Context: an optimization exercise on an open-source flow, tuned for small area. The choices shown serve that exercise and are no tape-out recipe.
Function was checked by simulation only, so behaviour that the tests miss may differ from the original.
No driver is modelled on the clock port, so clocking that relies on it looks cheaper here than on a real chip.
Power is estimated from default activity; no workload was simulated.

<file path="design.v">
`timescale 1ns / 1ps
module pp_fa(input a, input b, input c, output s, output co);
    assign s  = a ^ b ^ c;
    assign co = (a & b) | (a & c) | (b & c);
endmodule
module pp_ha(input a, input b, output s, output co);
    assign s  = a ^ b;
    assign co = a & b;
endmodule
module pp_bop1(input v, input nx, input ny, input zg, input gz, output br, output bg);
    wire f = ~(v ? nx : ny);
    assign br = f;
    assign bg = f | (zg & gz);
endmodule
module pp_bop2(input v, input nx, input ny, input zr, input zg, input gz, output br, output bg);
    wire f = ~(v ? nx : ny);
    assign br = f | (zr & gz);
    assign bg = f | (zg & gz);
endmodule
module pp_bop0(input v, input nx, input ny, output b);
    assign b = ~(v ? nx : ny);
endmodule
module pp_majn(input a, input bn, input c, output m);
    assign m = (a & ~bn) | (a & c) | (~bn & c);
endmodule
module pp_omux(input s, input P, input Q, input yn, output o);
    assign o = (s ? P : Q) | ~yn;
endmodule
module process(Rout,Gout,Bout,OKout,Rin,Gin,Bin,operation,value,clka,reset,OKin);
input clka,reset,OKin;
input [7:0]Rin,Gin,Bin,value;
input [2:0]operation;
output reg [7:0]Rout,Gout,Bout;
output reg OKout;
wire en = OKin & ~reset;
wire op_inc = (operation == 3'd0);
wire op_dec = (operation == 3'd1);
wire op_gry = (operation == 3'd2);
wire op_red = (operation == 3'd3);
wire op_grn = (operation == 3'd4);
wire op_blu = (operation == 3'd5);
wire op_thr = (operation == 3'd6);
wire op_inv = (operation == 3'd7);
wire s0a, c0a, s0b, c0b, w0, c0c;
pp_fa f0a(Rin[5], Rin[6], Gin[4], s0a, c0a);
pp_fa f0b(Gin[6], Bin[4], Bin[5], s0b, c0b);
pp_fa f0c(s0a, s0b, Bin[6], w0, c0c);
wire s1a, c1a, s1b, c1b, s1c, c1c, s1d, c1d, w1, c1e;
pp_fa f1a(Rin[6], Rin[7], Gin[5], s1a, c1a);
pp_fa f1b(Gin[7], Bin[5], Bin[6], s1b, c1b);
pp_fa f1c(Bin[7], c0a, c0b, s1c, c1c);
pp_fa f1d(s1a, s1b, s1c, s1d, c1d);
pp_ha h1e(s1d, c0c, w1, c1e);
wire s2a, c2a, s2b, c2b, s2c, c2c, w2, c2d;
pp_fa f2a(Rin[7], Gin[6], Bin[6], s2a, c2a);
pp_fa f2b(Bin[7], c1a, c1b, s2b, c2b);
pp_fa f2c(c1c, c1d, c1e, s2c, c2c);
pp_fa f2d(s2a, s2b, s2c, w2, c2d);
wire s3a, c3a, s3b, c3b, w3, c3c;
pp_fa f3a(Gin[7], Bin[7], c2a, s3a, c3a);
pp_fa f3b(c2b, c2c, c2d, s3b, c3b);
pp_ha h3c(s3a, s3b, w3, c3c);
wire w4, c4a;
pp_fa f4a(c3a, c3b, c3c, w4, c4a);
wire [5:0] W = {c4a, w4, w3, w2, w1, w0};
wire op_gz = op_gry | op_thr;
wire bx = ~(op_dec | op_gz);
wire by = ~(op_inc | op_gz);
wire [7:0] br, bg;
wire [8:0] Rc, Gc, Bc;
wire [8:0] Rs, Gs, Bs;
wire [6:0] Z = Rs[8:2];
pp_bop0 bop0(value[0], ~bx, ~by, br[0]);
assign bg[0] = br[0];
pp_bop1 bop1(value[1], ~bx, ~by, Z[0], op_gz, br[1], bg[1]);
genvar m;
generate
    for (m = 2; m < 8; m = m + 1) begin : bop
        pp_bop2 u(value[m], ~bx, ~by, W[m-2], Z[m-1], op_gz, br[m], bg[m]);
    end
endgenerate
wire cin = by;
assign Rc[0] = cin;
assign Gc[0] = cin;
assign Bc[0] = cin;
genvar j;
generate
    for (j = 0; j < 8; j = j + 1) begin : add
        pp_fa fr(Rin[j], br[j], Rc[j], Rs[j], Rc[j+1]);
        pp_fa fg(Gin[j], bg[j], Gc[j], Gs[j], Gc[j+1]);
        pp_fa fb(Bin[j], bg[j], Bc[j], Bs[j], Bc[j+1]);
    end
endgenerate
assign Rs[8] = Rc[8];
assign Gs[8] = Gc[8];
assign Bs[8] = Bc[8];
wire [7:0] Y = Gs[8:1];
wire [8:0] gt;
assign gt[0] = 1'b0;
assign gt[1] = Y[0] & ~value[0];
genvar i;
generate
    for (i = 1; i < 8; i = i + 1) begin : cmp
        pp_majn u(Y[i], value[i], gt[i], gt[i+1]);
    end
endgenerate
wire white = ~gt[8];
wire rP = en & (op_inc | (op_dec & Rs[8]) | op_red | (op_thr & white));
wire rQ = en & ((op_inc & Rs[8]) | op_inv | (op_thr & white));
wire gP = en & (op_inc | (op_dec & Gs[8]) | op_grn | (op_thr & white));
wire gQ = en & ((op_inc & Gs[8]) | op_inv | (op_thr & white));
wire bP = en & (op_inc | (op_dec & Bs[8]) | op_blu | (op_thr & white));
wire bQ = en & ((op_inc & Bs[8]) | op_inv | (op_thr & white));
wire selY = en & op_gry;
wire [7:0] yn = ~(Y & {8{selY}});
wire [7:0] Rn, Gn, Bn;
genvar k;
generate
    for (k = 0; k < 8; k = k + 1) begin : omux
        pp_omux ur(Rs[k], rP, rQ, yn[k], Rn[k]);
        pp_omux ug(Gs[k], gP, gQ, yn[k], Gn[k]);
        pp_omux ub(Bs[k], bP, bQ, yn[k], Bn[k]);
    end
endgenerate
always @(posedge clka) begin
    OKout <= en;
    Rout <= Rn;
    Gout <= Gn;
    Bout <= Bn;
end
endmodule
</file>
<file path="flow/run.sh">
#!/bin/bash
# Own layout flow: the standard flow (standard.sh) with these changes:
#  * synthesis is synth_recipe.tcl unchanged except that ABC maps each module for
#    area with area.abc (no buffering/upsizing) instead of ORFS's speed script;
#  * the port buffers are buf_1 instead of the buffer_ports default;
#  * CTS runs without a dummy load, and post_cts.tcl makes its root buffer clkbuf_1;
#  * everything else (floorplan, PDN, taps, CTS, routing) is the standard flow.
set -euo pipefail
WORK=$(pwd)
mkdir -p "$WORK/own"
sed 's#log_cmd abc {\*}$abc_args#log_cmd abc -script $::env(OWN_ABC_SCRIPT) {*}[lrange $abc_args 2 end]#' \
  "$FLOW_HOME/scripts/synth.tcl" > "$WORK/own/synth_mod.tcl"
grep -q OWN_ABC_SCRIPT "$WORK/own/synth_mod.tcl"
export OWN_SYNTH_MOD="$WORK/own/synth_mod.tcl"
export OWN_ABC_SCRIPT="$WORK/flow/area.abc"
export OWN_CLKROOT=sky130_fd_sc_hd__clkbuf_1
bash standard.sh \
  "SYNTH_SCRIPT=$WORK/flow/own_synth.tcl" \
  "BUFFER_PORTS_ARGS=-buffer_cell sky130_fd_sc_hd__buf_1" \
  "CTS_ARGS=-sink_clustering_enable -repair_clock_nets -dont_use_dummy_load" \
  "POST_CTS_TCL=$WORK/flow/post_cts.tcl" \
  finish > "$WORK/standard_flow.log" 2>&1
</file>
<file path="flow/area.abc">
strash
&get -n
&deepsyn -T 10
&put
&get -n
&dch -f
&nf -R 1000
&put
</file>
<file path="flow/own_synth.tcl">
# The standard synthesis (synth_recipe.tcl) with one change: ORFS's synth.tcl is used as
# synth_mod.tcl, a copy whose ABC call maps for area with flow/area.abc (written by run.sh).
proc synth {args} { yosys synth -nofsm -noshare {*}$args }
source $::env(OWN_SYNTH_MOD)
# left out here: clear keep_hierarchy, flatten, clean up, hide names made inside functions, write 1_2_yosys.v
</file>
<file path="flow/post_cts.tcl">
# POST_CTS hook: CTS makes a root clock buffer that drives only the leaf clock buffers,
# which then drive the flip-flops. The root needs little drive, so it becomes the
# smallest clock buffer; placement is legalised again afterwards.
set root [get_cells -quiet clkbuf_0_clka]
if { [llength $root] == 1 } {
  replace_cell $root $::env(OWN_CLKROOT)
  detailed_placement
  estimate_parasitics -placement
  puts "post_cts: root clock buffer is now $::env(OWN_CLKROOT)"
}
</file>
<file path="standard.sh">
#!/bin/bash
# synth_recipe.tcl (not shown) runs the flow's synth.tcl, then flattens the netlist and writes it again
# the make line also repeats each setting of config.mk as NAME=value (left out here)
make -C /OpenROAD-flow-scripts/flow DESIGN_CONFIG=/design/flow/config.mk WORK_HOME=/design/flow/orfs CLKGATE_MAP_FILE= SYNTH_SCRIPT=/design/flow/synth_recipe.tcl "${@:-finish}"
</file>
<file path="config.mk">
export PLATFORM = sky130hd
export DESIGN_NAME = process
export DESIGN_NICKNAME = process
export VERILOG_FILES = /design/flow/design.v
export SDC_FILE = /design/flow/constraint.sdc
export NUM_CORES = 4
export LEC_CHECK = 0
export CAP_MARGIN = 20
export CORE_MARGIN = 2
export CORE_UTILIZATION = 55
export SLEW_MARGIN = 20
export SYNTH_HIERARCHICAL = 1
</file>
<file path="constraint.sdc">
create_clock -name core_clock -period 10.0 [get_ports {clka}]
set_input_delay 2.0000 -clock core_clock [delete_from_list [all_inputs] [get_ports {clka}]]
set_output_delay 2.0000 -clock core_clock [all_outputs]
set_load 0.01 [all_outputs]
</file>
==> results of run 1 <==
==> layout by cell type, fill, tap and decap left out <==
| master | count |
|---|---|
| a21o_1 | 16 |
| a21oi_1 | 9 |
| buf_1 | 62 |
| buf_4 | 4 |
| clkbuf_1 | 1 |
| clkbuf_8 | 2 |
| clkinv_1 | 4 |
| dfxtp_1 | 25 |
| fa_1 | 38 |
| ha_1 | 2 |
| mux2i_1 | 32 |
| nand2_1 | 40 |
| nand2b_1 | 4 |
| nor2_1 | 13 |
| nor2b_1 | 1 |
| nor3_1 | 1 |
| nor4_1 | 1 |
| o21ai_0 | 4 |
| o22ai_1 | 1 |
==> worst paths after layout <==
check | startpoint | end | slack (ns) | cells after the start
worst max-delay path | Rin[6] | Bout[3] | 0.53 | 29
worst min-delay path | OKin | OKout | 1.92 | 3
==> cells by family (layout without fill, tap and decap cells) <==
family          count (synthesis)  count (layout)
fa+ha+maj                      40              40
buf+inv                         4              73
simple gates                   60              60
compound gates                 30              30
flops                          25              25
mux                            32              32
==> Yosys stat by module (local to each module, per instance) <==
module | flops+latches | area [um2] | copies in the design | cells inside
pp_bop0 | 0 | 10.0 | 1 | 1
pp_bop1 | 0 | 17.5 | 1 | 2
pp_bop2 | 0 | 25.0 | 6 | 3
pp_fa | 0 | 20.0 | 38 | 1
pp_ha | 0 | 12.5 | 2 | 1
pp_majn | 0 | 12.5 | 7 | 3
pp_omux | 0 | 13.8 | 24 | 2
process | 25 | 673 | 1 | 61
==> layer usage <==
layer  vias to the layer above  track usage
li1                        776            -
met4                         0       0.0807
met2                        77        0.450
met5                         -            0
met3                         8       0.0411
met1                       802        0.296
==> flip-flops by register name, indices dropped and copies added, names as in the netlist <==
name and count:
OKout 1, Bout 8, Rout 8, Gout 8
==> synthesized netlist by cell type, drive strengths merged <==
| cell type | n |
|---|---|
| nand2 | 40 |
| fa | 38 |
| mux2i | 32 |
| dfxtp | 25 |
| a21o | 16 |
| nor2 | 13 |
| a21oi | 9 |
| clkinv | 4 |
| nand2b | 4 |
| o21ai | 4 |
| ha | 2 |
| nor2b | 1 |
| nor3 | 1 |
| nor4 | 1 |
| o22ai | 1 |
==> tightest hold or removal path: cells and delay by family <==
family / cells / cell delay [ns]
buffers and inverters: 2 / 0.15
and+or+nand+nor: 1 / 0.08
==> power by group <==
part           switching (W)   total, W  internal [W]  leakage (nW)
clock network      0.0000284  0.0000480     0.0000196        0.0156
registers         0.00000293   0.000115      0.000113         0.205
logic               0.000113   0.000208     0.0000948         0.898
==> per-stage QoR <==
step / instances / setup slack (ns)
2_1_floorplan: 191 / 0.877
3_3_place_gp: 305 / 0.320
3_5_place_dp: 305 / 0.162
5_1_grt: 308 / 0.0802
6_report: 308 / 0.530
==> layout make-up <==
| cell class | instances | share of cell area |
|---|---|---|
| multi-input combinational | 162 | 0.639 |
| clock buffer | 3 | 0.0130 |
| sequential | 25 | 0.208 |
| inverter | 4 | 0.00623 |
| timing repair buffer | 66 | 0.109 |
| tap | 48 | 0.0249 |
==> out/qor.yml, run 1 <==
outcome:
  status: "complete, no violations"
timing:
  drv_slew: 0
  rsz0062_at_grt: "no"
  fin_crit_sh: 0.947
  hold_viol_final: 0
  slew_headroom: 0.315
  worstMarginPinSlew_ns: 1.02
  timing.final.crit_period_ns: 9.47
  fin_tns_setup_ns: 0
  fmax_mhz: 106
  fin_hold_ws_ns: 1.92
  setup_viol: 0
placement:
  placed_area_um2: 2380
  gp_congestion: 0.900
  place_hpwl_um: 4060
  portBuffers: 62
global_route:
  grt_pass1_vias: 1737
  grt_max_degree: 16
  grt_usage: 0.246
  grt_pass1_wl_um: 7830
  grt-ovfl-total: 0
  antenna_found_initial: 0
routing:
  wl_met2_um: 2410
  drt_first_iter_violations: 51
  routed.top_layer: "met4"
  antenna_left: 0
  num_vias: 1663
  finalWirelength_um: 4620
  dr.pass1.iters: 4
  drc: 0
  viasPerCell: 5.40
  wl_per_cell_um: 15.0
  dr_wl_met3_um: 315
  wl_met1_um: 1830
power:
  ir_drop_mv: 0.0838
  total_power_w: 0.000371
  p_per_area_nw_per_um2: 154
  p_leak_nw: 1.12
synthesis:
  synth_top_area_frac: 0.370
  synth_seq_area_share: 0.244
  syn_nets: 269
  netlist_area_um2: 2050
  synth_xor_area_frac: 0
  yosys.area.top_type: "fa_1"
  synth-simple-area-share: 0.118
  synth_mux_area_frac: 0.156
  synthAdderAreaFrac: 0.382
  syn_area_per_cell_um2: 10.8
  synthTopCellsByArea: "fa_1, dfxtp_1, mux2i_1"
  syn_inst: 191
  ys_types: 15
  synth-compound-area-share: 0.0932
  ys_seq_elements: 25
  yosysWarnings: 7
  synth_top_family_by_area: "adder cells"
worst_setup_path:
  cp_num_buf_inv: 2
  critPathSlowestCell: "fa_1"
  crit_type: "primary input to register"
  crit_required_ns: 10.22
  start_kind: "primary input"
  endpoint_kind: "register"
  cp_top_family: "adder cells"
  crit_path_frequent_cell: "fa_1"
  cpPeakStageDelay_ns: 0.57
  cp.arrival_ns: 9.69
  cp_max_fo: 8
cts:
  cts.sink_count: 25
  path_clk_slew_ns: 0.09
  cts_tree: "yes"
job:
  drv_cap: 0
floorplan:
  die_y_um: 65.1
  start_util: 0.565
  rows: 22
  core_um2: 3630
  num_io_pins: 63
  die-area_um2: 4240
  die_w_um: 65.1
finish:
  final_area_um2: 2410
  utilization: 0.663
  area_growth_syn_to_layout_pct: 17.2
  seqCellArea_um2: 500
  multiInputGateArea_um2: 1540
  finalNetCount: 340
  diodes: 0
  n_fill_cell: 324
  drive_gt1_frac: 0.0231
worst_hold_path:
  hold_path_class: "primary input to register"
==> run 2: changes to the inputs <==
==> flow/area.abc (replaced) <==
strash
&get -n
&dch -f
&nf -R 1000
&put
==> out/qor.yml, run 2 <==
outcome:
  status: "complete, no violations"
placement:
  portBuffers: 62
  pre_cts_ws_ns: 0.486
  dp.cells: 305
  placed_area_um2: 2380
  gp_congestion: 0.879
  place_hpwl_um: 4010
floorplan:
  core_um2: 3630
  rows: 22
  die-area_um2: 4250
  die_y_um: 65.2
  die_w_um: 65.2
  num_io_pins: 63
  start_util: 0.567
worst_setup_path:
  crit_required_ns: 10.29
  cp_max_fo: 8
  cp.arrival_ns: 9.45
  start_kind: "primary input"
  critPathSlowestCell: "fa_1"
  cpPeakStageDelay_ns: 0.54
  crit_path_frequent_cell: "fa_1"
  crit_type: "primary input to register"
  endpoint_kind: "register"
  cp_cell_sequence: "buf_1, fa_1, fa_1, fa_1, ha_1, fa_1, fa_1, fa_1, ha_1, a21o_1, fa_1, fa_1, a21o_1, fa_1, fa_1, fa_1, nor2_1, a21oi_1, nand2_1, a21oi_1, nand3b_1, a31oi_1, mux2i_1, nand2_1"
synthesis:
  synth-async-reset-ratio: 0
  yosysWarnings: 7
  synth_most_common_cell: "nand2_1"
  syn_nets: 270
  synthTopCellsByArea: "fa_1, dfxtp_1, mux2i_1"
  ys_seq_elements: 25
  synth_top_area_frac: 0.369
  syn_area_per_cell_um2: 10.7
  netlist_area_um2: 2060
  yosys.area.top_type: "fa_1"
  ys.flop_type: "dfxtp_1"
  synth_seq_area_share: 0.243
  syn_inst: 192
  synth_edf_count: 0
  ys_types: 18
  synth_common_cells: "nand2_1, fa_1, mux2i_1"
routing:
  drt_first_iter_violations: 79
  wl_per_cell_um: 14.6
  num_vias: 1630
  viasPerCell: 5.29
  finalWirelength_um: 4490
  dr.pass1.iters: 4
  antenna_left: 0
  drc: 0
power:
  p_int_w: 0.000219
  net-switching-power_w: 0.000136
  p_leak_nw: 1.08
  p_per_area_nw_per_um2: 147
  swShare: 0.383
  ir_drop_mv: 0.0830
  seq_power_share: 0.319
  pwr-share-clk: 0.134
  pwr-share-comb: 0.547
timing:
  worstMarginPinSlew_ns: 0.845
  timing.final.crit_period_ns: 9.16
  fin_crit_sh: 0.916
  drv_slew: 0
  fin_tns_setup_ns: 0
  fmax_mhz: 109
  setup_ws_ns: 0.842
  hold_viol_final: 0
  slew_headroom: 0.432
  fin_hold_ws_ns: 1.98
  rsz0062_at_grt: "no"
  setup_viol: 0
finish:
  final_area_um2: 2410
  area_growth_syn_to_layout_pct: 16.8
  reg_top3: "Bout: 8 flops, Gout: 8 flops, Rout: 8 flops"
  layout.cells.non_filler: 308
  mostFrequentLayoutCells: "buf_1, nand2_1, fa_1"
  drive_gt1_frac: 0.0192
  final_common_cell: "buf_1"
  diodes: 0
  finalNetCount: 340
worst_hold_path:
  hold_path_class: "primary input to register"
global_route:
  grt_pass1_wl_um: 7470
  grt-ovfl-total: 0
  grt_max_degree: 16
  antenna_found_initial: 0
  grt_pass1_vias: 1626
  grt_usage: 0.234
cts:
  path_clk_slew_ns: 0.06
  cts_tree: "yes"
  cts.sink_count: 25
job:
  drv_cap: 0
==> run 2: metal layers <==
| layer | routed length [um] | vias to the layer above | track usage |
|---|---|---|---|
| met1 | 1870 | 788 | 0.296 |
| met4 | 42 | 0 | 0.0469 |
| li1 | - | 788 | - |
| met2 | 2330 | 49 | 0.425 |
| met5 | 0 | - | 0 |
| met3 | 247 | 5 | 0.0377 |
==> run 2: logic make-up after synthesis <==
family	share of synthesized area
AOI/OAI and AO/OA	0.0923
adders and majority gates	0.381
buffers and inverters	0.00546
DFF	0.243
muxes	0.155
and+or+nand+nor	0.123
==> run 2: cell type report <==
| cell class | instances | area [um2] |
|---|---|---|
| Tap cell | 48 | 60.1 |
| Clock buffer | 3 | 31.3 |
| Multi-Input combinational cell | 164 | 1550 |
| Timing Repair Buffer | 65 | 255 |
| Inverter | 3 | 11.3 |
| Fill cell | 325 | 1230 |
| Sequential cell | 25 | 500 |
==> run 2: path summary, 6_finish.rpt <==
check / from / endpoint / slack, ns / cells past startpoint
worst max-delay path: Rin[6] / Bout[7] / 0.84 / 24
worst min-delay path: OKin / OKout / 1.98 / 3
==> run 2: power by group through the flow <==
stage          Sequential [W]  Combinational [W]  Clock (W)
2_1_floorplan        0.000121           0.000134          0
3_3_place_gp         0.000115           0.000192          0
3_5_place_dp         0.000116           0.000195          0
5_1_grt              0.000114           0.000221  0.0000524
6_report             0.000113           0.000194  0.0000474
==> run 2: per-module statistics from Yosys, one instance, submodules excluded <==
module | area (um2) | copies in the design | flops+latches
process | 679 | 1 | 25
pp_omux | 13.8 | 24 | 0
pp_bop2 | 25.0 | 6 | 0
pp_fa | 20.0 | 38 | 0
pp_bop0 | 10.0 | 1 | 0
pp_bop1 | 17.5 | 1 | 0
pp_ha | 12.5 | 2 | 0
pp_majn | 12.5 | 7 | 0
==> run 2: per-stage QoR <==
stage           util  total power [W]
2_1_floorplan      -         0.000255
3_3_place_gp   0.654         0.000308
3_5_place_dp   0.654         0.000311
5_1_grt        0.663         0.000388
6_report       0.663         0.000355
==> run 2: critical path, delay by kind of cell <==
| family | cells | cell delay, ns |
|---|---|---|
| compound gates | 5 | 1.09 |
| fa+ha+maj | 13 | 5.44 |
| buf+inv | 1 | 0.16 |
| mux | 1 | 0.18 |
| simple gates | 4 | 0.56 |
==> run 3: changes to the inputs <==
--- a/flow/run.sh
+++ b/flow/run.sh
@@ -18,5 +18,5 @@
   "SYNTH_SCRIPT=$WORK/flow/own_synth.tcl" \
   "BUFFER_PORTS_ARGS=-buffer_cell sky130_fd_sc_hd__buf_1" \
-  "CTS_ARGS=-sink_clustering_enable -repair_clock_nets -dont_use_dummy_load" \
+  "CTS_ARGS=-sink_clustering_enable -repair_clock_nets -dont_use_dummy_load -buf_list sky130_fd_sc_hd__clkbuf_8" \
   "POST_CTS_TCL=$WORK/flow/post_cts.tcl" \
   finish > "$WORK/standard_flow.log" 2>&1
--- a/config.mk
+++ b/config.mk
@@ -8,5 +8,5 @@
 export CAP_MARGIN = 20
 export CORE_MARGIN = 2
-export CORE_UTILIZATION = 55
+export CORE_UTILIZATION = 65
 export SLEW_MARGIN = 20
 export SYNTH_HIERARCHICAL = 1
==> out/qor.yml, run 3 <==
synthesis:
  netlist_area_um2: 2060
  synth_top_area_frac: 0.369
  ys.flop_type: "dfxtp_1"
  syn_inst: 192
  syn_area_per_cell_um2: 10.7
  synth_common_cells: "nand2_1, fa_1, mux2i_1"
  synth-async-reset-ratio: 0
  synth_most_common_cell: "nand2_1"
  yosys.area.top_type: "fa_1"
  syn_nets: 270
  ys_seq_elements: 25
  synth_edf_count: 0
  yosysWarnings: 7
  synthTopCellsByArea: "fa_1, dfxtp_1, mux2i_1"
  synth_seq_area_share: 0.243
  ys_types: 18
routing:
  viasPerCell: 5.52
  drc: 0
  antenna_left: 0
  wl_per_cell_um: 15.2
  num_vias: 1667
  finalWirelength_um: 4600
  drt_first_iter_violations: 100
  dr.pass1.iters: 5
finish:
  drive_gt1_frac: 0.0116
  mostFrequentLayoutCells: "buf_1, nand2_1, fa_1"
  finalNetCount: 338
  area_growth_syn_to_layout_pct: 15.8
  diodes: 0
  final_common_cell: "buf_1"
  utilization: 0.788
  reg_top3: "Bout: 8 flops, Gout: 8 flops, Rout: 8 flops"
placement:
  portBuffers: 62
  gp_congestion: 0.945
  place_hpwl_um: 3970
timing:
  drv_slew: 0
  hold_viol_final: 0
  fmax_mhz: 107
  fin_tns_setup_ns: 0
  rsz0062_at_grt: "no"
  setup_viol: 0
  timing.final.crit_period_ns: 9.34
  slew_headroom: 0.345
  fin_crit_sh: 0.934
  worstMarginPinSlew_ns: 0.974
global_route:
  antenna_found_initial: 0
  grt_pass1_wl_um: 7420
  grt-ovfl-total: 0
  grt_pass1_vias: 1649
  grt_usage: 0.282
  grt_max_degree: 16
floorplan:
  die_y_um: 60.3
  die_w_um: 60.3
  start_util: 0.681
  num_io_pins: 63
  core_um2: 3030
  die-area_um2: 3640
  rows: 20
job:
  drv_cap: 0
cts:
  cts_tree: "yes"
  path_clk_slew_ns: 0.07
  cts.sink_count: 25
worst_setup_path:
  cp_max_fo: 8
  start_kind: "primary input"
  cp.arrival_ns: 9.62
  crit_required_ns: 10.28
  crit_type: "primary input to register"
  endpoint_kind: "register"
worst_hold_path:
  hold_path_class: "primary input to register"
power:
  p_leak_nw: 1.07
  ir_drop_mv: 0.0989
  p_per_area_nw_per_um2: 152
outcome:
  status: "complete, no violations"
==> run 3: cell count changes in the layout (fill, tap and decap cells not counted) <==
cell / delta
buf_4: -2
==> run 3: final cells by class <==
class,count,area (um2)
repair buffers,63,240
well taps,44,55.1
flip-flops and latches,25,500
fillers,228,641
multi-input cells,164,1550
inverters,3,11.3
clock buffers,3,31.3
==> run 3: metal layers <==
metal,track usage,up-vias,wire [um],share of wire
li1,-,783,-,-
met1,0.369,787,1830,0.40
met4,0.111,0,140,0.030
met3,0.0519,14,268,0.058
met2,0.466,83,2360,0.51
met5,0,-,0,0
==> run 3: worst paths after layout <==
kind	cells after the start	slack, ns	end	start
setup / recovery	24	0.66	Bout[5]	Rin[6]
hold / removal	3	2.00	OKout	OKin
==> run 3: critical path, stage by stage <==
cell,delay (ns)
buf_1,0.17
fa_1,0.45
fa_1,0.53
fa_1,0.43
ha_1,0.22
fa_1,0.46
fa_1,0.39
fa_1,0.45
ha_1,0.30
a21o_1,0.20
fa_1,0.43
fa_1,0.51
a21o_1,0.24
fa_1,0.41
fa_1,0.40
fa_1,0.53
nor2_1,0.13
a21oi_1,0.06
nor2_1,0.09
a21oi_1,0.04
nand3b_1,0.25
a31oi_1,0.64
mux2i_1,0.19
nand2_1,0.11
==> run 3: per-module statistics from Yosys, one instance, submodules excluded, excerpt <==
| module | cell area (um2) | flip-flops and latches | copies in the design |
|---|---|---|---|
| pp_omux | 13.8 | 0 | 24 |
| pp_bop1 | 17.5 | 0 | 1 |
| pp_ha | 12.5 | 0 | 2 |
| pp_bop2 | 25.0 | 0 | 6 |
| pp_fa | 20.0 | 0 | 38 |
| process | 679 | 25 | 1 |
==> run 3: where the power goes <==
part           internal (W)  leakage, nW  switching (W)
clock             0.0000195       0.0156      0.0000281
combinational     0.0000906        0.847       0.000110
sequential         0.000111        0.205     0.00000304
total              0.000221         1.07       0.000142
==> run 3: logic make-up after synthesis <==
family,count (synthesis),share of synthesized area
flops,25,0.243
compound gates,30,0.0923
fa+ha+maj,40,0.381
simple gates,62,0.123
buf+inv,3,0.00546
mux,32,0.155
==> run 3: per-stage QoR <==
stage	total power (W)	hold slack, ns	cells	instance area, um2	setup slack (ns)
final	0.000362	2.00	302	2390	0.659
after global routing	0.000390	2.02	302	2390	0.406
after detailed placement	0.000315	2.34	299	2360	0.377
after global placement	0.000307	2.33	299	2360	0.547
after floorplan	0.000255	2.21	192	2060	1.15
==> run 4: changes to the inputs <==
--- a/config.mk
+++ b/config.mk
@@ -8,5 +8,5 @@
 export CAP_MARGIN = 20
 export CORE_MARGIN = 2
-export CORE_UTILIZATION = 65
+export CORE_UTILIZATION = 80
 export SLEW_MARGIN = 20
 export SYNTH_HIERARCHICAL = 1
==> out/qor.yml, run 4 <==
synthesis:
  ys_types: 18
  synth_top_family_by_area: "adder cells"
  synth_edf_count: 0
  synth_most_common_cell: "nand2_1"
  synth-simple-area-share: 0.123
  netlist_area_um2: 2060
  synth_common_cells: "nand2_1, fa_1, mux2i_1"
  yosysWarnings: 7
  synthTopCellsByArea: "fa_1, dfxtp_1, mux2i_1"
  synth_seq_area_share: 0.243
  yosys.area.top_type: "fa_1"
  ys.flop_type: "dfxtp_1"
  synth-compound-area-share: 0.0923
  synth-async-reset-ratio: 0
  syn_nets: 270
  synth_mux_area_frac: 0.155
  synth_xor_area_frac: 0
  syn_inst: 192
  ys_seq_elements: 25
  synthAdderAreaFrac: 0.381
  syn_area_per_cell_um2: 10.7
  synth_top_area_frac: 0.369
floorplan:
  rows: 18
  die_w_um: 54.8
  num_io_pins: 63
  die_y_um: 54.8
  start_util: 0.839
global_route:
  grt_pass1_wl_um: 15700
  grt-ovfl-total: 114
  grt_usage: 0.815
  grt_max_degree: 16
  grt_pass1_vias: 2924
outcome:
  status: "aborted with a tool error"
  lastStage: "5_1_grt"
  error: "[ERROR GRT-0116] Global routing finished with congestion. Check the congestion regions in the DRC Viewer."
placement:
  dp.cells: 285
  gp_congestion: 1.04
  place_hpwl_um: 6010
  portBuffers: 62
cts:
  cts.sink_count: 25
==> run 4: cell counts after synthesis <==
No cell type changed its count.
==> run 4: logic make-up after synthesis <==
| kind of cell | after synthesis |
|---|---|
| DFF | 25 |
| adders and majority gates | 40 |
| and+or+nand+nor | 62 |
| AOI/OAI and AO/OA | 30 |
| muxes | 32 |
| buffers and inverters | 3 |
==> run 4: worst max path at each step <==
stage               slack (ns)  endpoint  depth (start not counted)    from
global placement          0.59   Bout[2]                         24  Rin[6]
floorplan                 1.15   Bout[0]                         23  Rin[5]
detailed placement        0.12   Bout[1]                         24  Rin[6]
==> run 4: power groups by stage <==
stage               clock (W)  sequential (W)  combinational (W)
detailed placement          0        0.000116           0.000211
floorplan                   0        0.000121           0.000134
global placement            0        0.000115           0.000187
==> run 4: modules after synthesis, one instance, submodules excluded, a selection <==
| module | area, um2 | flip-flops and latches |
|---|---|---|
| pp_omux | 13.8 | 0 |
| pp_majn | 12.5 | 0 |
| pp_bop1 | 17.5 | 0 |
| pp_bop0 | 10.0 | 0 |
| process | 679 | 25 |
| pp_ha | 12.5 | 0 |
| pp_bop2 | 25.0 | 0 |
==> run 4: layer usage <==
| layer | overflow | GRT usage |
|---|---|---|
| met4 | 63 | 1.14 |
| met1 | 0 | 0.721 |
| met3 | 0 | 0.525 |
| met5 | 0 | 0 |
| met2 | 51 | 1.05 |
==> run 4: stage by stage <==
step	utilization	area [um2]	setup slack [ns]
floorplan	-	2060	1.15
global placement	0.953	2340	0.592
detailed placement	0.953	2340	0.118
==> run 5: changes to the inputs <==
--- a/config.mk
+++ b/config.mk
@@ -8,5 +8,5 @@
 export CAP_MARGIN = 20
 export CORE_MARGIN = 2
-export CORE_UTILIZATION = 80
+export CORE_UTILIZATION = 72
 export SLEW_MARGIN = 20
 export SYNTH_HIERARCHICAL = 1
==> out/qor.yml, run 5 <==
finish:
  mostFrequentLayoutCells: "buf_1, nand2_1, fa_1"
  layout.cells.non_filler: 290
  multiInputGateArea_um2: 1550
  drive_gt1_frac: 0.0154
  seqCellArea_um2: 500
  diodes: 0
  finalNetCount: 339
  final_common_cell: "buf_1"
  reg_top3: "Bout: 8 flops, Gout: 8 flops, Rout: 8 flops"
  n_fill_cell: 153
  area_growth_syn_to_layout_pct: 15.4
synthesis:
  synth_common_cells: "nand2_1, fa_1, mux2i_1"
  syn_inst: 192
  syn_area_per_cell_um2: 10.7
  synth-async-reset-ratio: 0
  synth_most_common_cell: "nand2_1"
  ys.flop_type: "dfxtp_1"
  syn_nets: 270
  yosysWarnings: 7
  netlist_area_um2: 2060
  synth_seq_area_share: 0.243
  synthTopCellsByArea: "fa_1, dfxtp_1, mux2i_1"
  yosys.area.top_type: "fa_1"
  ys_types: 18
  ys_seq_elements: 25
  synth_top_area_frac: 0.369
  synth_edf_count: 0
global_route:
  grt_pass1_wl_um: 8560
  antenna_found_initial: 0
  grt_pass1_vias: 1871
  grt_usage: 0.345
  grt_max_degree: 16
  grt-ovfl-total: 0
floorplan:
  start_util: 0.754
  die-area_um2: 3310
  die_w_um: 57.5
  num_io_pins: 63
  rows: 19
  die_y_um: 57.5
  core_um2: 2730
timing:
  timing.final.crit_period_ns: 9.56
  hold_viol_final: 0
  fin_tns_setup_ns: 0
  slew_headroom: 0.277
  setup_ws_ns: 0.442
  rsz0062_at_grt: "no"
  worstMarginPinSlew_ns: 1.08
  fin_crit_sh: 0.956
  fmax_mhz: 105
  fin_hold_ws_ns: 2.02
  drv_slew: 0
  setup_viol: 0
routing:
  finalWirelength_um: 5130
  viasPerCell: 6.08
  antenna_left: 0
  dr.pass1.iters: 4
  num_vias: 1764
  drt_first_iter_violations: 78
  drc: 0
  wl_per_cell_um: 17.7
worst_hold_path:
  hold_path_class: "primary input to register"
  hold_depth: 3
outcome:
  status: "complete, no violations"
placement:
  gp_congestion: 0.942
  dp.cells: 287
  portBuffers: 62
  place_hpwl_um: 4260
  pre_cts_ws_ns: 0.226
worst_setup_path:
  endpoint_kind: "register"
  cp_max_fo: 8
  crit_required_ns: 10.27
  crit_type: "primary input to register"
  start_kind: "primary input"
  cp.arrival_ns: 9.82
job:
  drv_cap: 0
cts:
  cts_tree: "yes"
  path_clk_slew_ns: 0.07
  cts.sink_count: 25
power:
  p_per_area_nw_per_um2: 154
  p_leak_nw: 1.07
  ir_drop_mv: 0.185
  total_power_w: 0.000365
run 5: power by group:
part	internal, W	switching [W]	total (W)
clock	0.0000195	0.0000276	0.0000471
combinational	0.0000909	0.000114	0.000205
sequential	0.000111	0.00000295	0.000113
run 5: cells by family after synthesis:
| kind of cell | Yosys count | share of synthesized area |
|---|---|---|
| buf+inv | 3 | 0.00546 |
| mux | 32 | 0.155 |
| fa+ha+maj | 40 | 0.381 |
| flops | 25 | 0.243 |
| compound gates | 30 | 0.0923 |
| simple gates | 62 | 0.123 |
run 5: path summary, 6_finish.rpt:
kind                   start       to  slack (ns)
worst min-delay path    OKin    OKout        2.02
worst max-delay path  Rin[6]  Gout[6]        0.44
run 5: through the flow:
| step | utilization | instance area (um2) |
|---|---|---|
| finish | 0.870 | 2380 |
| global route | 0.870 | 2380 |
| detailed placement | 0.859 | 2350 |
| global placement | 0.859 | 2350 |
| floorplan | - | 2060 |
run 5: layout make-up:
class,instances,share of cell area
multi-input cells,164,0.651
flip-flops and latches,25,0.210
repair buffers,64,0.104
well taps,31,0.0163
clock buffers,3,0.0132
inverters,3,0.00473
run 5: layer usage:
metal / global-route usage / vias up / part of all wire
met5: 0 / - / 0
met4: 0.136 / 0 / 0.042
met3: 0.0635 / 25 / 0.067
met2: 0.631 / 113 / 0.53
met1: 0.394 / 842 / 0.36
li1: - / 784 / -
run 5: critical path: stages:
cell and delay (ns):
buf_1 0.17, fa_1 0.46, fa_1 0.55, fa_1 0.44, ha_1 0.23, fa_1 0.47, fa_1 0.40, fa_1 0.44
ha_1 0.30, a21o_1 0.20, fa_1 0.41, fa_1 0.49, a21o_1 0.23, fa_1 0.43, fa_1 0.41, fa_1 0.53
nor2_1 0.15, a21oi_1 0.07, nor2_1 0.12, a21oi_1 0.05, nand3b_1 0.27, a21oi_1 0.67, mux2i_1 0.20, nand2_1 0.13
run 5: per-module statistics from Yosys (local to each module, per instance):
module | area (um2) | flops+latches
process | 679 | 25
pp_bop2 | 25.0 | 0
pp_fa | 20.0 | 0
pp_bop1 | 17.5 | 0
pp_omux | 13.8 | 0
pp_ha | 12.5 | 0
pp_majn | 12.5 | 0
pp_bop0 | 10.0 | 0
==> run 6: changes to the inputs <==
--- a/flow/run.sh
+++ b/flow/run.sh
@@ -4,5 +4,6 @@
 #    area with area.abc (no buffering/upsizing) instead of ORFS's speed script;
 #  * the port buffers are buf_1 instead of the buffer_ports default;
-#  * CTS runs without a dummy load, and post_cts.tcl makes its root buffer clkbuf_1;
+#  * CTS uses clkbuf_8 buffers without a dummy load, and post_cts.tcl makes its root
+#    buffer clkbuf_1;
 #  * everything else (floorplan, PDN, taps, CTS, routing) is the standard flow.
 set -euo pipefail
--- a/config.mk
+++ b/config.mk
@@ -8,5 +8,6 @@
 export CAP_MARGIN = 20
 export CORE_MARGIN = 2
-export CORE_UTILIZATION = 72
+export CORE_UTILIZATION = 65
+export GPL_TIMING_DRIVEN = 0
 export SLEW_MARGIN = 20
 export SYNTH_HIERARCHICAL = 1
==> out/qor.yml, run 6 <==
routing:
  antenna_left: 0
  dr.pass1.iters: 4
  finalWirelength_um: 4230
  wl_per_cell_um: 14.0
  drc: 0
  viasPerCell: 5.23
  num_vias: 1575
  drt_first_iter_violations: 35
synthesis:
  ys.flop_type: "dfxtp_1"
  synth_top_area_frac: 0.369
  syn_area_per_cell_um2: 10.7
  netlist_area_um2: 2060
  yosysWarnings: 7
  synthTopCellsByArea: "fa_1, dfxtp_1, mux2i_1"
  syn_inst: 192
  synth-async-reset-ratio: 0
  synth_common_cells: "nand2_1, fa_1, mux2i_1"
  ys_types: 18
  yosys.area.top_type: "fa_1"
  synth_edf_count: 0
  syn_nets: 270
  synth_most_common_cell: "nand2_1"
  ys_seq_elements: 25
  synth_seq_area_share: 0.243
finish:
  reg_top3: "Bout: 8 flops, Gout: 8 flops, Rout: 8 flops"
  drive_gt1_frac: 0.00778
  area_growth_syn_to_layout_pct: 15.5
  diodes: 0
  final_common_cell: "buf_1"
  layout.cells.non_filler: 301
  finalNetCount: 337
  mostFrequentLayoutCells: "buf_1, nand2_1, fa_1"
timing:
  fin_crit_sh: 0.928
  setup_ws_ns: 0.721
  fin_tns_setup_ns: 0
  fin_hold_ws_ns: 1.99
  timing.final.crit_period_ns: 9.28
  slew_headroom: 0.354
  drv_slew: 0
  setup_viol: 0
  hold_viol_final: 0
  rsz0062_at_grt: "no"
  worstMarginPinSlew_ns: 0.962
  fmax_mhz: 108
floorplan:
  num_io_pins: 63
  rows: 20
  die_y_um: 60.3
  die-area_um2: 3640
  core_um2: 3030
  die_w_um: 60.3
  start_util: 0.681
worst_setup_path:
  cp_max_fo: 8
  crit_path_frequent_cell: "fa_1"
  critPathSlowestCell: "a31oi_1"
  cp.arrival_ns: 9.58
  cp_top_family: "adder cells"
  endpoint_kind: "register"
  crit_type: "primary input to register"
  cpPeakStageDelay_ns: 0.59
  crit_required_ns: 10.30
  start_kind: "primary input"
  cp_num_buf_inv: 1
  cp_cell_sequence: "buf_1, fa_1, fa_1, fa_1, ha_1, fa_1, fa_1, fa_1, ha_1, a21o_1, fa_1, fa_1, fa_1, a21o_1, fa_1, fa_1, nor2_1, a21oi_1, nor2_1, a21oi_1, nand3b_1, a31oi_1, mux2i_1, nand2_1"
power:
  ir_drop_mv: 0.104
  p_leak_nw: 1.06
  p_per_area_nw_per_um2: 149
  total_power_w: 0.000355
outcome:
  status: "complete, no violations"
global_route:
  grt_pass1_wl_um: 7010
  antenna_found_initial: 0
  grt_max_degree: 16
  grtUsageMet2: 0.517
  use_met3: 0.0476
  use_met1: 0.301
  grt_usage: 0.269
  grt_pass1_vias: 1609
  grt-ovfl-total: 0
  grt.busiest_layer: "met2"
placement:
  place_hpwl_um: 3720
  pre_cts_ws_ns: 0.352
  gp_congestion: 0.880
  portBuffers: 62
  dp.cells: 298
worst_hold_path:
  hold_path_class: "primary input to register"
cts:
  cts_tree: "yes"
  path_clk_slew_ns: 0.08
  cts.sink_count: 25
job:
  drv_cap: 0
## run 6: layout make-up
type,count,area (um2)
Timing Repair Buffer,62,233
Fill cell,229,648
Inverter,3,11.3
Multi-Input combinational cell,164,1550
Sequential cell,25,500
Tap cell,44,55.1
Clock buffer,3,31.3
## run 6: logic make-up after synthesis
kind of cell    after synthesis  synth area share
simple gates                 62             0.123
fa+ha+maj                    40             0.381
mux                          32             0.155
compound gates               30            0.0923
flops                        25             0.243
buf+inv                       3           0.00546
## run 6: final timing paths
| path | from | to | slack (ns) | cells after the start |
|---|---|---|---|---|
| min | OKin | OKout | 1.99 | 3 |
| max | Rin[6] | Bout[1] | 0.72 | 24 |
## run 6: per-stage QoR
step | util | cell area [um2]
final | 0.786 | 2380
after detailed placement | 0.776 | 2350
after floorplan | - | 2060
after global routing | 0.786 | 2380
after global placement | 0.776 | 2350
## run 6: power by group
part	switching, W	internal, W	total [W]
combinational	0.000107	0.0000888	0.000195
sequential	0.00000261	0.000110	0.000113
clock	0.0000270	0.0000195	0.0000465
## run 6: routing by layer
layer	wire length, um	vias to the layer above
met5	0	-
met4	86	0
met3	177	8
met2	2300	53
met1	1660	731
li1	-	783
## run 6: per-module statistics from Yosys, one instance, submodules excluded
| module | cells inside | flops+latches |
|---|---|---|
| process | 62 | 25 |
| pp_bop0 | 1 | 0 |
| pp_ha | 1 | 0 |
| pp_majn | 3 | 0 |
| pp_omux | 2 | 0 |
| pp_bop2 | 3 | 0 |
| pp_bop1 | 2 | 0 |
| pp_fa | 1 | 0 |
==> run 7: changes to the inputs <==
--- a/config.mk
+++ b/config.mk
@@ -9,5 +9,4 @@
 export CORE_MARGIN = 2
 export CORE_UTILIZATION = 65
-export GPL_TIMING_DRIVEN = 0
 export SLEW_MARGIN = 20
 export SYNTH_HIERARCHICAL = 1
==> out/qor.yml, run 7 <==
synthesis:
  synth_seq_area_share: 0.243
  ys.flop_type: "dfxtp_1"
  synth_most_common_cell: "nand2_1"
  syn_inst: 192
  synth_edf_count: 0
  synth_common_cells: "nand2_1, fa_1, mux2i_1"
  syn_area_per_cell_um2: 10.7
  synthTopCellsByArea: "fa_1, dfxtp_1, mux2i_1"
  netlist_area_um2: 2060
  yosys.area.top_type: "fa_1"
  ys_types: 18
  ys_seq_elements: 25
  synth_top_area_frac: 0.369
  yosysWarnings: 7
  synth-async-reset-ratio: 0
  syn_nets: 270
timing:
  fin_hold_ws_ns: 2.00
  slew_headroom: 0.345
  drv_slew: 0
  hold_viol_final: 0
  rsz0062_at_grt: "no"
  worstMarginPinSlew_ns: 0.974
  fin_tns_setup_ns: 0
  timing.final.crit_period_ns: 9.34
  setup_viol: 0
  fin_crit_sh: 0.934
  fmax_mhz: 107
placement:
  place_hpwl_um: 3970
  portBuffers: 62
  gp_congestion: 0.945
global_route:
  grt_pass1_vias: 1649
  grt_usage: 0.282
  grt_max_degree: 16
  antenna_found_initial: 0
  grt-ovfl-total: 0
  grt_pass1_wl_um: 7420
finish:
  mostFrequentLayoutCells: "buf_1, nand2_1, fa_1"
  final_common_cell: "buf_1"
  drive_gt1_frac: 0.0116
  finalNetCount: 338
  diodes: 0
  utilization: 0.788
  reg_top3: "Bout: 8 flops, Gout: 8 flops, Rout: 8 flops"
  area_growth_syn_to_layout_pct: 15.8
worst_hold_path:
  hold_path_class: "primary input to register"
  hold_depth: 3
worst_setup_path:
  cpPeakStageDelay_ns: 0.64
  crit_type: "primary input to register"
  critPathSlowestCell: "a31oi_1"
  cp_max_fo: 8
  cp_top_family: "adder cells"
  endpoint_kind: "register"
  crit_required_ns: 10.28
  cp_cell_sequence: "buf_1, fa_1, fa_1, fa_1, ha_1, fa_1, fa_1, fa_1, ha_1, a21o_1, fa_1, fa_1, a21o_1, fa_1, fa_1, fa_1, nor2_1, a21oi_1, nor2_1, a21oi_1, nand3b_1, a31oi_1, mux2i_1, nand2_1"
  cp.arrival_ns: 9.62
  cp_num_cells: 24
  crit_path_frequent_cell: "fa_1"
  cp_num_buf_inv: 1
  start_kind: "primary input"
floorplan:
  rows: 20
  num_io_pins: 63
  die_y_um: 60.3
  die-area_um2: 3640
  core_um2: 3030
  start_util: 0.681
  die_w_um: 60.3
cts:
  path_clk_slew_ns: 0.07
  cts.sink_count: 25
  cts_tree: "yes"
routing:
  drt_first_iter_violations: 100
  drc: 0
  antenna_left: 0
  dr.pass1.iters: 5
  num_vias: 1667
  wl_per_cell_um: 15.2
  viasPerCell: 5.52
  finalWirelength_um: 4600
job:
  drv_cap: 0
power:
  p_per_area_nw_per_um2: 152
  ir_drop_mv: 0.0989
  p_leak_nw: 1.07
  total_power_w: 0.000362
outcome:
  status: "complete, no violations"
## run 7: cell count changes in the layout (fill, tap and decap cells not counted)
cell | previous run | this run
buf_4 | 0 | 1
## run 7: per-module statistics from Yosys, one instance, submodules excluded
module / area [um2] / times used
pp_bop2: 25.0 / 6
pp_fa: 20.0 / 38
pp_majn: 12.5 / 7
process: 679 / 1
pp_bop1: 17.5 / 1
pp_omux: 13.8 / 24
pp_ha: 12.5 / 2
pp_bop0: 10.0 / 1
## run 7: where the power goes
| group | switching [W] | internal, W |
|---|---|---|
| Combinational | 0.000110 | 0.0000906 |
| Clock | 0.0000281 | 0.0000195 |
| Sequential | 0.00000304 | 0.000111 |
## run 7: layout make-up
| class | count | area, um2 |
|---|---|---|
| clock buffers | 3 | 31.3 |
| fillers | 228 | 641 |
| inverters | 3 | 11.3 |
| multi-input cells | 164 | 1550 |
| flip-flops and latches | 25 | 500 |
| well taps | 44 | 55.1 |
| repair buffers | 63 | 240 |
## run 7: layer usage
| layer | up-vias | part of all wire | global-route usage |
|---|---|---|---|
| li1 | 783 | - | - |
| met1 | 787 | 0.40 | 0.369 |
| met2 | 83 | 0.51 | 0.466 |
| met3 | 14 | 0.058 | 0.0519 |
| met4 | 0 | 0.030 | 0.111 |
| met5 | - | 0 | 0 |
## run 7: stage by stage
stage               worst slack (ns)  instances  instance area, um2
detailed placement             0.377        299                2360
global placement               0.547        299                2360
finish                         0.659        302                2390
global route                   0.406        302                2390
floorplan                       1.15        192                2060
## run 7: cell families after synthesis
logic type	Yosys count	synth area share
AOI/OAI and AO/OA	30	0.0923
and+or+nand+nor	62	0.123
DFF	25	0.243
adders and majority gates	40	0.381
muxes	32	0.155
buffers and inverters	3	0.00546
## run 7: final timing paths
path  slack (ns)      end    from
max         0.66  Bout[5]  Rin[6]
min         2.00    OKout    OKin
==> run 8: changes to the inputs <==
--- a/design.v
+++ b/design.v
@@ -65,6 +65,6 @@
 wire [5:0] W = {c4a, w4, w3, w2, w1, w0};
 wire op_gz = op_gry | op_thr;
-wire bx = ~(op_dec | op_gz);
-wire by = ~(op_inc | op_gz);
+wire bx = op_inc;
+wire by = op_dec;
 wire [7:0] br, bg;
 wire [8:0] Rc, Gc, Bc;
==> out/qor.yml, run 8 <==
synthesis:
  synth-async-reset-ratio: 0
  synth_common_cells: "nand2_1, fa_1, mux2i_1"
  syn_inst: 189
  ys.flop_type: "dfxtp_1"
  netlist_area_um2: 2050
  ys_seq_elements: 25
  synth_edf_count: 0
  synth_most_common_cell: "nand2_1"
  yosysWarnings: 7
  synth_seq_area_share: 0.244
  synthTopCellsByArea: "fa_1, dfxtp_1, mux2i_1"
  yosys.area.top_type: "fa_1"
  ys_types: 18
  synth_top_area_frac: 0.371
  syn_nets: 267
  syn_area_per_cell_um2: 10.8
global_route:
  grt_pass1_vias: 1739
  grt_pass1_wl_um: 7600
  antenna_found_initial: 0
  grt_usage: 0.291
  grt_max_degree: 17
  grt-ovfl-total: 0
timing:
  setup_viol: 0
  rsz0062_at_grt: "no"
  fin_tns_setup_ns: 0
  timing.final.crit_period_ns: 9.39
  fin_crit_sh: 0.939
  hold_viol_final: 0
  fmax_mhz: 106
  slew_headroom: 0.305
  drv_slew: 0
  worstMarginPinSlew_ns: 1.04
worst_setup_path:
  cp_top_family: "adder cells"
  critPathSlowestCell: "a31oi_1"
  crit_path_frequent_cell: "fa_1"
  cp_max_fo: 8
  cpPeakStageDelay_ns: 0.68
  cp.arrival_ns: 9.68
  cp_num_buf_inv: 1
  crit_type: "primary input to register"
  endpoint_kind: "register"
  cp_cell_sequence: "buf_1, fa_1, fa_1, fa_1, ha_1, fa_1, fa_1, fa_1, ha_1, a21o_1, fa_1, a21o_1, fa_1, fa_1, fa_1, fa_1, nor2_1, a21oi_1, nor2_1, a21oi_1, nand3b_1, a31oi_1, mux2i_1, nand2_1"
  start_kind: "primary input"
  crit_required_ns: 10.28
placement:
  place_hpwl_um: 4040
  gp_congestion: 0.903
  portBuffers: 62
finish:
  area_growth_syn_to_layout_pct: 17.8
  reg_top3: "Bout: 8 flops, Gout: 8 flops, Rout: 8 flops"
  final_common_cell: "buf_1"
  utilization: 0.797
  mostFrequentLayoutCells: "buf_1, nand2_1, fa_1"
  finalNetCount: 340
  drive_gt1_frac: 0.0308
  diodes: 0
floorplan:
  die_y_um: 60.1
  die_w_um: 60.1
  die-area_um2: 3620
  rows: 20
  core_um2: 3030
  num_io_pins: 63
  start_util: 0.676
cts:
  cts.sink_count: 25
  cts_tree: "yes"
  path_clk_slew_ns: 0.09
power:
  ir_drop_mv: 0.0898
  p_per_area_nw_per_um2: 156
  p_leak_nw: 1.20
routing:
  finalWirelength_um: 4720
  dr.pass1.iters: 4
  antenna_left: 0
  viasPerCell: 5.60
  drt_first_iter_violations: 87
  wl_per_cell_um: 15.5
  num_vias: 1701
  drc: 0
worst_hold_path:
  hold_path_class: "primary input to register"
job:
  drv_cap: 0
outcome:
  status: "complete, no violations"
==> run 8: final timing paths <==
| check | start | cells past startpoint | endpoint | slack, ns |
|---|---|---|---|---|
| hold / removal | OKin | 3 | OKout | 1.97 |
| setup / recovery | Gin[6] | 24 | Bout[3] | 0.61 |
==> run 8: kinds of logic after synthesis <==
logic type	Yosys count	synth area share
buf+inv	3	0.00550
compound gates	29	0.0904
simple gates	60	0.120
flops	25	0.244
fa+ha+maj	40	0.384
mux	32	0.156
==> run 8: power by group <==
part / switching (W) / internal (W)
logic: 0.000117 / 0.0000985
clock network: 0.0000292 / 0.0000195
registers: 0.00000266 / 0.000111
total: 0.000149 / 0.000229
==> run 8: worst min-delay path, cell delays in order <==
cell	delay, ns
buf_1	0.07
nand2b_1	0.16
clkinv_1	0.07
==> run 8: layout make-up <==
type                            count  area, um2
Timing Repair Buffer               68        278
Fill cell                         227        616
Inverter                            3       11.3
Tap cell                           44       55.1
Clock buffer                        3       31.3
Multi-Input combinational cell    161       1540
Sequential cell                    25        500
==> run 8: per-layer routing <==
metal | wire length (um) | track usage | vias to the layer above
met4 | 143 | 0.117 | 0
met1 | 1850 | 0.364 | 800
met2 | 2370 | 0.503 | 95
met5 | 0 | 0 | -
met3 | 359 | 0.0433 | 20
li1 | - | - | 786
==> run 8: metrics by stage <==
stage          power [W]  hold slack, ns  worst slack (ns)  area, um2  std cells
3_5_place_dp    0.000328            2.34             0.309       2380        301
3_3_place_gp    0.000322            2.33             0.470       2380        301
5_1_grt         0.000408            2.01             0.341       2410        304
6_report        0.000377            1.97             0.609       2410        304
2_1_floorplan   0.000269            2.21              1.10       2050        189
==> run 8: per-module statistics from Yosys, one instance, submodules excluded, a selection <==
module   cells inside  area [um2]  flops+latches
process            59         667             25
pp_bop2             3        25.0              0
pp_bop1             2        17.5              0
pp_omux             2        13.8              0
pp_ha               1        12.5              0
pp_majn             3        12.5              0
pp_bop0             1        10.0              0
==> run 9: changes to the inputs <==
--- a/config.mk
+++ b/config.mk
@@ -9,4 +9,5 @@
 export CORE_MARGIN = 2
 export CORE_UTILIZATION = 65
+export GPL_TIMING_DRIVEN = 0
 export SLEW_MARGIN = 20
 export SYNTH_HIERARCHICAL = 1
==> out/qor.yml, run 9 <==
outcome:
  status: "complete, no violations"
routing:
  dr.pass1.iters: 4
  num_vias: 1662
  finalWirelength_um: 4300
  drc: 0
  wl_per_cell_um: 14.4
  antenna_left: 0
  viasPerCell: 5.56
  drt_first_iter_violations: 112
synthesis:
  synth_edf_count: 0
  synthTopCellsByArea: "fa_1, dfxtp_1, mux2i_1"
  synth_most_common_cell: "nand2_1"
  syn_inst: 189
  yosysWarnings: 7
  synth_common_cells: "nand2_1, fa_1, mux2i_1"
  ys_seq_elements: 25
  netlist_area_um2: 2050
  yosys.area.top_type: "fa_1"
  ys_types: 18
  syn_area_per_cell_um2: 10.8
  ys.flop_type: "dfxtp_1"
  syn_nets: 267
  synth_top_area_frac: 0.371
  synth-async-reset-ratio: 0
  synth_seq_area_share: 0.244
global_route:
  grt_pass1_wl_um: 7160
  grt-ovfl-total: 0
  antenna_found_initial: 0
  grt_pass1_vias: 1668
  grt_usage: 0.273
  grt_max_degree: 17
timing:
  hold_viol_final: 0
  worstMarginPinSlew_ns: 1.01
  fin_tns_setup_ns: 0
  timing.final.crit_period_ns: 9.40
  rsz0062_at_grt: "no"
  setup_viol: 0
  fin_crit_sh: 0.940
  fmax_mhz: 106
  fin_hold_ws_ns: 2.00
  slew_headroom: 0.327
  drv_slew: 0
worst_setup_path:
  cp_cell_sequence: "buf_1, fa_1, fa_1, fa_1, ha_1, fa_1, fa_1, fa_1, ha_1, a21o_1, fa_1, fa_1, fa_1, a21o_1, fa_1, fa_1, nor2_1, a21oi_1, nor2_1, a21oi_1, nand3b_1, a31oi_1, mux2i_1, nand2_1"
  cp.arrival_ns: 9.67
  cp_num_buf_inv: 1
  start_kind: "primary input"
  crit_path_frequent_cell: "fa_1"
  crit_required_ns: 10.27
  cp_top_family: "adder cells"
  cpPeakStageDelay_ns: 0.72
  cp_max_fo: 8
  endpoint_kind: "register"
  cp-startpoint: "Gin[6]"
  crit_type: "primary input to register"
  critPathSlowestCell: "a31oi_1"
placement:
  gp_congestion: 0.870
  portBuffers: 62
  place_hpwl_um: 3660
  placed_area_um2: 2340
floorplan:
  start_util: 0.676
  die-area_um2: 3620
  num_io_pins: 63
  rows: 20
  die_w_um: 60.1
  core_um2: 3030
  die_y_um: 60.1
finish:
  reg_top3: "Bout: 8 flops, Gout: 8 flops, Rout: 8 flops"
  utilization: 0.784
  final_common_cell: "buf_1"
  finalNetCount: 335
  final_area_um2: 2370
  drive_gt1_frac: 0.0118
  diodes: 0
  area_growth_syn_to_layout_pct: 15.9
  mostFrequentLayoutCells: "buf_1, nand2_1, fa_1"
cts:
  cts.sink_count: 25
  path_clk_slew_ns: 0.09
  cts_tree: "yes"
power:
  total_power_w: 0.000369
  ir_drop_mv: 0.101
  seq_power_share: 0.307
  p_per_area_nw_per_um2: 156
  p_leak_nw: 1.17
  pwr-share-comb: 0.564
  swShare: 0.386
  pwr-share-clk: 0.129
  p_int_w: 0.000227
  net-switching-power_w: 0.000143
worst_hold_path:
  hold_path_class: "primary input to register"
  hold_start: "OKin"
job:
  drv_cap: 0
==> run 9: cell counts after synthesis <==
Identical to the previous run, type by type.
==> run 9: worst paths after layout <==
path,to,slack (ns),cells after the start
worst max-delay path,Bout[3],0.60,24
worst min-delay path,OKout,2.00,3
==> run 9: cells by family (layout without fill, tap and decap cells) <==
family	count (synthesis)	count (layout)	synth area share
AOI/OAI and AO/OA	29	29	0.0904
adders and majority gates	40	40	0.384
buffers and inverters	3	69	0.00550
DFF	25	25	0.244
muxes	32	32	0.156
and+or+nand+nor	60	60	0.120
==> run 9: stage by stage <==
| step | std cells | setup WS (ns) |
|---|---|---|
| floorplan | 189 | 1.10 |
| finish | 299 | 0.600 |
| global placement | 295 | 0.348 |
| global route | 299 | 0.308 |
| detailed placement | 295 | 0.259 |
==> run 9: power by group through the flow <==
stage	clock (W)	sequential (W)	combinational [W]
global placement	0	0.000116	0.000204
finish	0.0000478	0.000113	0.000208
global route	0.0000540	0.000115	0.000235
floorplan	0	0.000122	0.000147
detailed placement	0	0.000116	0.000207
==> run 9: area by class of cell <==
| cell class | count | area [um2] |
|---|---|---|
| Clock buffer | 3 | 31.3 |
| Inverter | 3 | 11.3 |
| Timing Repair Buffer | 63 | 240 |
| Tap cell | 44 | 55.1 |
| Multi-Input combinational cell | 161 | 1540 |
| Fill cell | 223 | 653 |
| Sequential cell | 25 | 500 |
==> run 9: per-module statistics from Yosys (local to each module, per instance) <==
module / times used / cell area [um2] / flops+latches / cells
pp_bop0: 1 / 10.0 / 0 / 1
pp_omux: 24 / 13.8 / 0 / 2
process: 1 / 667 / 25 / 59
pp_bop1: 1 / 17.5 / 0 / 2
pp_fa: 38 / 20.0 / 0 / 1
pp_bop2: 6 / 25.0 / 0 / 3
pp_majn: 7 / 12.5 / 0 / 3
pp_ha: 2 / 12.5 / 0 / 1
==> run 9: worst min-delay path, stage by stage <==
cell and delay [ns]:
buf_1 0.06, nand2b_1 0.17, clkinv_1 0.08
==> run 9: metal layers <==
metal / track usage / wire [um] / vias up
li1: - / - / 772
met1: 0.329 / 1700 / 793
met2: 0.492 / 2230 / 83
met3: 0.0519 / 269 / 14
met4: 0.0825 / 95 / 0
met5: 0 / 0 / -
==> run 10: changes to the inputs <==
--- a/config.mk
+++ b/config.mk
@@ -6,8 +6,8 @@
 export NUM_CORES = 4
 export LEC_CHECK = 0
-export CAP_MARGIN = 20
+export CAP_MARGIN = 0
 export CORE_MARGIN = 2
 export CORE_UTILIZATION = 65
 export GPL_TIMING_DRIVEN = 0
-export SLEW_MARGIN = 20
+export SLEW_MARGIN = 0
 export SYNTH_HIERARCHICAL = 1
==> out/qor.yml, run 10 <==
synthesis:
  synth_edf_count: 0
  yosysWarnings: 7
  syn_nets: 267
  syn_inst: 189
  netlist_area_um2: 2050
  synthTopCellsByArea: "fa_1, dfxtp_1, mux2i_1"
  ys_seq_elements: 25
  synth_common_cells: "nand2_1, fa_1, mux2i_1"
  synth-async-reset-ratio: 0
  synth_seq_area_share: 0.244
  synth_top_area_frac: 0.371
  syn_area_per_cell_um2: 10.8
  yosys.area.top_type: "fa_1"
  ys_types: 18
  synth_most_common_cell: "nand2_1"
  ys.flop_type: "dfxtp_1"
routing:
  antenna_left: 0
  dr.pass1.iters: 4
  drt_first_iter_violations: 87
  num_vias: 1647
  drc: 0
  wl_per_cell_um: 14.4
  viasPerCell: 5.53
  finalWirelength_um: 4280
cts:
  cts_tree: "yes"
  cts.sink_count: 25
  path_clk_slew_ns: 0.09
power:
  p_leak_nw: 1.17
  ir_drop_mv: 0.103
  p_per_area_nw_per_um2: 156
floorplan:
  die_w_um: 60.1
  start_util: 0.676
  die-area_um2: 3620
  rows: 20
  die_y_um: 60.1
  num_io_pins: 63
  core_um2: 3030
global_route:
  antenna_found_initial: 0
  grt_pass1_vias: 1668
  grt_usage: 0.273
  grt-ovfl-total: 0
  grt_max_degree: 17
  grt_pass1_wl_um: 7160
job:
  drv_cap: 0
worst_setup_path:
  crit_required_ns: 10.28
  cp_top_family: "adder cells"
  critPathSlowestCell: "a31oi_1"
  start_kind: "primary input"
  crit_path_frequent_cell: "fa_1"
  cp_max_fo: 8
  cp.arrival_ns: 9.70
  cpPeakStageDelay_ns: 0.75
  crit_type: "primary input to register"
  cp_num_buf_inv: 1
  cp_cell_sequence: "buf_1, fa_1, fa_1, fa_1, ha_1, fa_1, fa_1, fa_1, ha_1, a21o_1, fa_1, fa_1, fa_1, a21o_1, fa_1, fa_1, nor2_1, a21oi_1, nor2_1, a21oi_1, nand3b_1, a31oi_1, mux2i_1, nand2_1"
  endpoint_kind: "register"
timing:
  timing.final.crit_period_ns: 9.42
  slew_headroom: 0.257
  setup_viol: 0
  hold_viol_final: 0
  setup_ws_ns: 0.580
  drv_slew: 0
  fin_crit_sh: 0.942
  rsz0062_at_grt: "no"
  fmax_mhz: 106
  worstMarginPinSlew_ns: 1.11
  fin_tns_setup_ns: 0
finish:
  area_growth_syn_to_layout_pct: 15.6
  final_common_cell: "buf_1"
  drive_gt1_frac: 0.00787
  reg_top3: "Bout: 8 flops, Gout: 8 flops, Rout: 8 flops"
  diodes: 0
  mostFrequentLayoutCells: "buf_1, nand2_1, fa_1"
  n_fill_cell: 226
  finalNetCount: 334
worst_hold_path:
  hold_path_class: "primary input to register"
  hold_start: "OKin"
  min_to: "OKout"
  hold_depth: 3
placement:
  pre_cts_ws_ns: 0.259
  gp_congestion: 0.870
  portBuffers: 62
  place_hpwl_um: 3660
outcome:
  status: "complete, no violations"
==> run 10: how the worst max path moves through the flow <==
stage | startpoint | endpoint | depth (start not counted) | slack (ns)
global route | Rin[6] | Bout[3] | 24 | 0.27
detailed placement | Gin[6] | Bout[3] | 24 | 0.26
finish | Gin[6] | Bout[3] | 24 | 0.58
floorplan | Rin[5] | Bout[0] | 23 | 1.10
global placement | Gin[6] | Bout[7] | 24 | 0.35
==> run 10: modules after synthesis, one instance, submodules excluded <==
module | flops+latches | copies in the design | cells
process | 25 | 1 | 59
pp_bop2 | 0 | 6 | 3
pp_fa | 0 | 38 | 1
pp_bop1 | 0 | 1 | 2
pp_omux | 0 | 24 | 2
pp_ha | 0 | 2 | 1
pp_majn | 0 | 7 | 3
pp_bop0 | 0 | 1 | 1
==> run 10: logic make-up (layout without fill, tap and decap cells) <==
group                      Yosys count  count (layout)  synth area share
muxes                               32              32             0.156
adders and majority gates           40              40             0.384
DFF                                 25              25             0.244
buffers and inverters                3              68           0.00550
and+or+nand+nor                     60              60             0.120
AOI/OAI and AO/OA                   29              29            0.0904
==> run 10: area by class of cell <==
class                      instances  area, um2  area share
tap                               44       55.1      0.0233
inverter                           3       11.3     0.00476
clock buffer                       3       31.3      0.0132
sequential                        25        500       0.211
multi-input combinational        161       1540       0.649
timing repair buffer              62        233      0.0983
==> run 10: where the power goes <==
part / switching, W / internal [W] / leakage [nW]
logic: 0.000112 / 0.0000962 / 0.949
registers: 0.00000251 / 0.000111 / 0.204
clock network: 0.0000283 / 0.0000195 / 0.0156
==> run 10: layer usage <==
metal,vias up,share of wire,global-route usage
met5,-,0,0
met4,0,0.027,0.0825
met3,14,0.062,0.0519
met2,77,0.51,0.492
met1,786,0.40,0.329
li1,770,-,-
==> run 10: stage by stage <==
step | instances | cell area, um2 | hold slack, ns | utilization | power, W
after floorplan | 189 | 2050 | 2.21 | - | 0.000269
after global placement | 295 | 2340 | 2.34 | 0.771 | 0.000320
after detailed placement | 295 | 2340 | 2.34 | 0.771 | 0.000323
after global routing | 298 | 2370 | 2.01 | 0.782 | 0.000403
final | 298 | 2370 | 1.98 | 0.782 | 0.000369

-- re-timing with driven ports --
How much do the figures lean on ideal ports? The routed layouts below were timed once more, with nothing changed but the port constraints. Step 1 (the two cells are an assumption about what drives the block):
set clk [get_ports {clka}]
set_driving_cell -lib_cell sky130_fd_sc_hd__clkbuf_16 $clk
set_driving_cell -lib_cell sky130_fd_sc_hd__buf_2 [delete_from_list [all_inputs] $clk]
Step 2, shift: input delay + t, output delay - t, t = (earliest + latest rising clock arrival at the registers) / 2. This alone moves slack from input paths to output paths. Slacks: no drivers / after step 1 / after step 2; pairs: no drivers / after step 1.
run	t (ns)	slack for setup (ns)	worst setup path at the end
run 1	0.355	0.530 / 0.533 / 0.178	input to register
run 2	0.378	0.842 / 0.845 / 0.467	input to register
run 3	0.364	0.659 / 0.650 / 0.285	input to register
run 5	0.354	0.442 / 0.440 / 0.085	input to register
run 6	0.366	0.721 / 0.720 / 0.354	input to register
run 7	0.364	0.659 / 0.650 / 0.285	input to register
run 8	0.367	0.609 / 0.609 / 0.242	input to register
run 9	0.361	0.600 / 0.605 / 0.243	input to register
run 10	0.370	0.580 / 0.584 / 0.214	input to register
After both steps setup and hold are still met in every run listed. For run 2, which loses most, drivers alone change the setup slack by +0.003 ns; drivers and shift together by -0.375 ns.
